Context: an optimization exercise on an open-source flow, tuned for small area, a short achievable clock period and few clock cycles per item. The choices shown serve that exercise and are no tape-out recipe. Function was checked by simulation only, so behaviour that the tests miss may differ from the original. Power is estimated from default activity; no workload was simulated.

==> module learnCosts, before the edit <==
module learnCosts(clock, nrst, en, fsourceID, fbatteryStat, fValue, fclusterID, initial_epsilon, address, wr_en, data_in, data_out, done);
	input clock, nrst, en;
	input [15:0] fsourceID, fbatteryStat, fValue, fclusterID, data_in, initial_epsilon;
	output done, wr_en;
	output [10:0] address;
	output [15:0] data_out;
	localparam S_IDLE = 4'd0,  S_DONE = 4'd1,  S_SRCH = 4'd2,  S_CHK = 4'd3,
	           S_QRD  = 4'd4,  S_KSC  = 4'd5,  S_SRD  = 4'd6,
	           S_CNT  = 4'd8,  S_SWR  = 4'd9,  S_BAT  = 4'd10, S_EPS = 4'd11,
	           S_IDW  = 4'd12, S_QVW  = 4'd13, S_CLW  = 4'd14, S_NCW = 4'd15;
	reg [3:0]  st;
	reg [10:0] addr;
	reg [15:0] dout;
	reg        done_r;
	reg [6:0]  u;        
	reg [6:0]  r;        
	reg        hj;       
	reg        reinit;
	wire srch = st == S_SRCH;
	wire c1 = data_in[15:8] == fsourceID[7:0];
	wire c2 = data_in[7:0]  == fsourceID[15:8];
	wire c3 = data_in[15:8] == fsourceID[15:8];
	wire [6:0] us = addr[7:1];
	wire [5:0] uh1 = us[6:1] + 6'd1;
	wire [6:0] u1 = us[0] ? {uh1, 1'b0} : {us[6:1], 1'b1};
	wire [6:0] u2 = {uh1, us[0]};
	wire last0 = us == r;
	wire last1 = u1 == r;
	wire [7:0]  ucnt  = {1'b0, u} + 8'h23;
	wire [2:0]  kd    = r[2:0] - 3'd1;
	wire [10:0] a_qs  = {1'b0, us[6], ~us[6], ~us[6], us[5:0], 1'b0};
	wire [10:0] a_q   = {1'b0, u[6], ~u[6], ~u[6], u[5:0], 1'b0};
	wire [10:0] a_cl  = {3'b000, u[6], ~u[6], u[5:0], 1'b0};
	wire [10:0] a_bat = {3'b001, u, 1'b0};
	wire [10:0] a_cnt = {2'b11, ucnt, 1'b0};
	wire [10:0] a_dst = {r[2] ? u + 7'd1 : u, ~r[2], r[1:0], 1'b0};
	wire [10:0] a_src = {6'd0, kd[2], ~kd[2], kd[1:0], 1'b0};
	wire last_sink = (st == S_CNT) ? r[3:0] == 4'd0 : r[2:0] == 3'd0;
	wire [3:0]  st_1 = last0 ? S_IDW : S_SRCH;                     
	wire [10:0] ad_1 = {3'b000, u1, ~last0};
	wire [3:0]  st_2 = last0 | last1 ? S_IDW : S_SRCH;             
	wire [10:0] ad_2 = last0 ? {3'b000, u1, 1'b0} : {3'b000, u2, ~last1};
	wire [10:0] ad_m = hj ? a_qs : {3'b000, us, 1'b0};
	wire [3:0]  st_m = hj ? S_QRD : S_CHK;
	always @(posedge clock) begin
		if (!nrst) begin
			st     <= S_IDLE;
			addr   <= 11'h68A;
			done_r <= 1'b0;
		end else begin
			case (st)
				S_IDLE, S_DONE: if (en) begin
					done_r <= 1'b0;
					if (data_in[5:0] == 6'd0) begin
						st   <= S_IDW;
						addr <= 11'h048;
					end else begin
						st   <= S_SRCH;
						addr <= 11'h049;
					end
				end
				S_SRCH: begin
					st   <= c1 ? st_m : c2 ? st_1 : st_2;
					addr <= c1 ? ad_m : c2 ? ad_1 : ad_2;
				end
				S_CHK: begin
					st   <= c3 ? S_QRD : st_1;
					addr <= c3 ? a_qs : ad_1;
				end
				S_IDW: begin
					st   <= S_QVW;
					addr <= a_qs;
				end
				S_QVW: begin
					st   <= S_CLW;
					addr <= a_cl;
				end
				S_CLW: begin
					st   <= S_NCW;
					addr <= 11'h68A;
				end
				S_QRD, S_NCW: begin
					st   <= S_KSC;
					addr <= 11'h688;
				end
				S_KSC: begin
					st   <= S_CNT;
					addr <= a_cnt;
				end
				S_CNT, S_SWR: begin
					if (last_sink) begin
						st   <= S_BAT;
						addr <= a_bat;
					end else begin
						st   <= S_SRD;
						addr <= a_src;
					end
				end
				S_SRD: begin
					st   <= S_SWR;
					addr <= a_dst;
				end
				S_BAT: begin
					st     <= reinit ? S_EPS : S_DONE;
					addr   <= reinit ? 11'h004 : 11'h68A;
					done_r <= ~reinit;
				end
				default: begin    
					st     <= S_DONE;
					addr   <= 11'h68A;
					done_r <= 1'b1;
				end
			endcase
		end
	end
	always @(posedge clock) begin
		case (st)
			S_IDLE, S_DONE, S_SRCH, S_CHK:
			         dout <= fsourceID;
			S_IDW:   dout <= fValue;
			S_QVW:   dout <= fclusterID;
			S_CLW:   dout <= {9'd0, u - 7'h23};    
			S_BAT:   dout <= initial_epsilon;
			default: dout <= (st == S_CNT || st == S_SWR) && last_sink ? fbatteryStat : data_in;
		endcase
		if (st == S_SRCH || st == S_CHK || st == S_IDW)
			u <= us;
		if (st == S_IDLE || st == S_DONE)
			r <= {1'b0, data_in[5:0]} + 7'h23;
		else if (st == S_KSC)
			r <= {3'b000, data_in[3:0]};
		else if (st == S_CNT || st == S_SWR)
			r <= {4'b0000, kd};
		if (st == S_IDLE || st == S_DONE)
			hj <= 1'b0;
		else if (srch)
			hj <= ~c1 & c2;
		else
			hj <= 1'b0;
		if (st == S_IDLE || st == S_DONE)
			reinit <= 1'b0;
		else if (st == S_QRD)
			reinit <= data_in < fValue;
	end
	assign address  = addr;
	assign data_out = dout;
	assign wr_en    = st[3];
	assign done     = done_r;
endmodule
clock: 10.0 ns
lec_check: 0
abc_area: 1
cap_margin: 20
core_margin: 2
core_utilization: 40
cts_buf_list: sky130_fd_sc_hd__clkbuf_8
place_density: 0.6
slew_margin: 20
standard.sh (not shown) runs the stock make flow with config.mk's settings and CLKGATE_MAP_FILE= SYNTH_SCRIPT=/design/flow/synth_recipe.tcl, a recipe that flattens the netlist after the stock synthesis.
==> flow/flow/run.sh <==
#!/bin/bash
# The standard layout (standard.sh: standard synthesis, floorplan, place, CTS, route),
# with two changes to how it is made:
#  - the port buffers are plain buf_1 cells instead of the default delay cells;
#  - repair_timing aims for 6.8 ns of setup slack, so that it shortens the paths
#    that the 10 ns clock alone would leave slow.
# Clock, constraints, power grid and tap cells are the standard flow's.
set -euo pipefail
export BUFFER_PORTS_ARGS="-buffer_cell sky130_fd_sc_hd__buf_1"
export SETUP_SLACK_MARGIN=6.8
bash standard.sh > standard.log 2>&1
Testbench counts at the start, summed over its fixed seeds: cycles 32,982, items 1,600.
Rerun with:
--- a/flow/design.v
+++ b/flow/design.v
@@ -23,10 +23,11 @@
 	wire [6:0] us = addr[7:1];
 	wire [5:0] uh1 = us[6:1] + 6'd1;
 	wire [6:0] u1 = us[0] ? {uh1, 1'b0} : {us[6:1], 1'b1};
 	wire [6:0] u2 = {uh1, us[0]};
-	wire last0 = us == r;
-	wire last1 = u1 == r;
+	wire [6:0] ulast = r + 7'h23;    
+	wire last0 = us == ulast;
+	wire last1 = u1 == ulast;
 	wire [7:0]  ucnt  = {1'b0, u} + 8'h23;
 	wire [2:0]  kd    = r[2:0] - 3'd1;
 	wire [10:0] a_qs  = {1'b0, us[6], ~us[6], ~us[6], us[5:0], 1'b0};
 	wire [10:0] a_q   = {1'b0, u[6], ~u[6], ~u[6], u[5:0], 1'b0};
@@ -125,9 +126,9 @@
 		endcase
 		if (st == S_SRCH || st == S_CHK || st == S_IDW)
 			u <= us;
 		if (st == S_IDLE || st == S_DONE)
-			r <= {1'b0, data_in[5:0]} + 7'h23;
+			r <= {1'b0, data_in[5:0]};
 		else if (st == S_KSC)
 			r <= {3'b000, data_in[3:0]};
 		else if (st == S_CNT || st == S_SWR)
 			r <= {4'b0000, kd};
What happened: The changed run ran to the end with no violations; worst hold slack is better by 22 ps; routed wire length went up by 1.8%; die area drops by about 1.5%; via count shrinks by about 0.7%; critical path depth is lower by 5; flip-flop and latch count shrinks by 1; non-clock buffer count increases by 5; combinational power grows by 25%; register-to-register slack improves by 290 ps; clock-buffer cell count increases by 1; power rises by about 4%; final area rose by about 0.55%.
Testbench counts after the change, summed over its fixed seeds: cycles 32,982, items 1,600.

re-timing with driven ports:
The flow's constraints put no driver on any port. The routed layouts listed below were extracted and timed again, unchanged, in two steps.
Step 1 (the two cells are an assumption about what drives the block):
set clk [get_ports {clock}]
set_driving_cell -lib_cell sky130_fd_sc_hd__clkbuf_16 $clk
set_driving_cell -lib_cell sky130_fd_sc_hd__buf_2 [delete_from_list [all_inputs] $clk]
Step 2 also shifts input and output timing later by t, the mid clock arrival at the registers, as if the neighbouring blocks saw the same clock.
a / b / c = no drivers / after step 1 / after step 2; a / b = the first two.
| run | t (ns) | slack for setup (ns) | clock arrival spread, ns | pins driven straight from the clock port |
|---|---|---|---|---|
| the first run | 0.363 | 6.841 / 6.833 / 6.484 | 0.030 / 0.030 | 1 |
| the second run | 0.332 | 6.834 / 6.850 / 6.518 | 0.010 / 0.010 | 1 |
After both steps setup and hold are still met in every run listed. The setup slack of the first run, which loses most, moves by -0.008 ns with the drivers and by -0.357 ns with both steps.
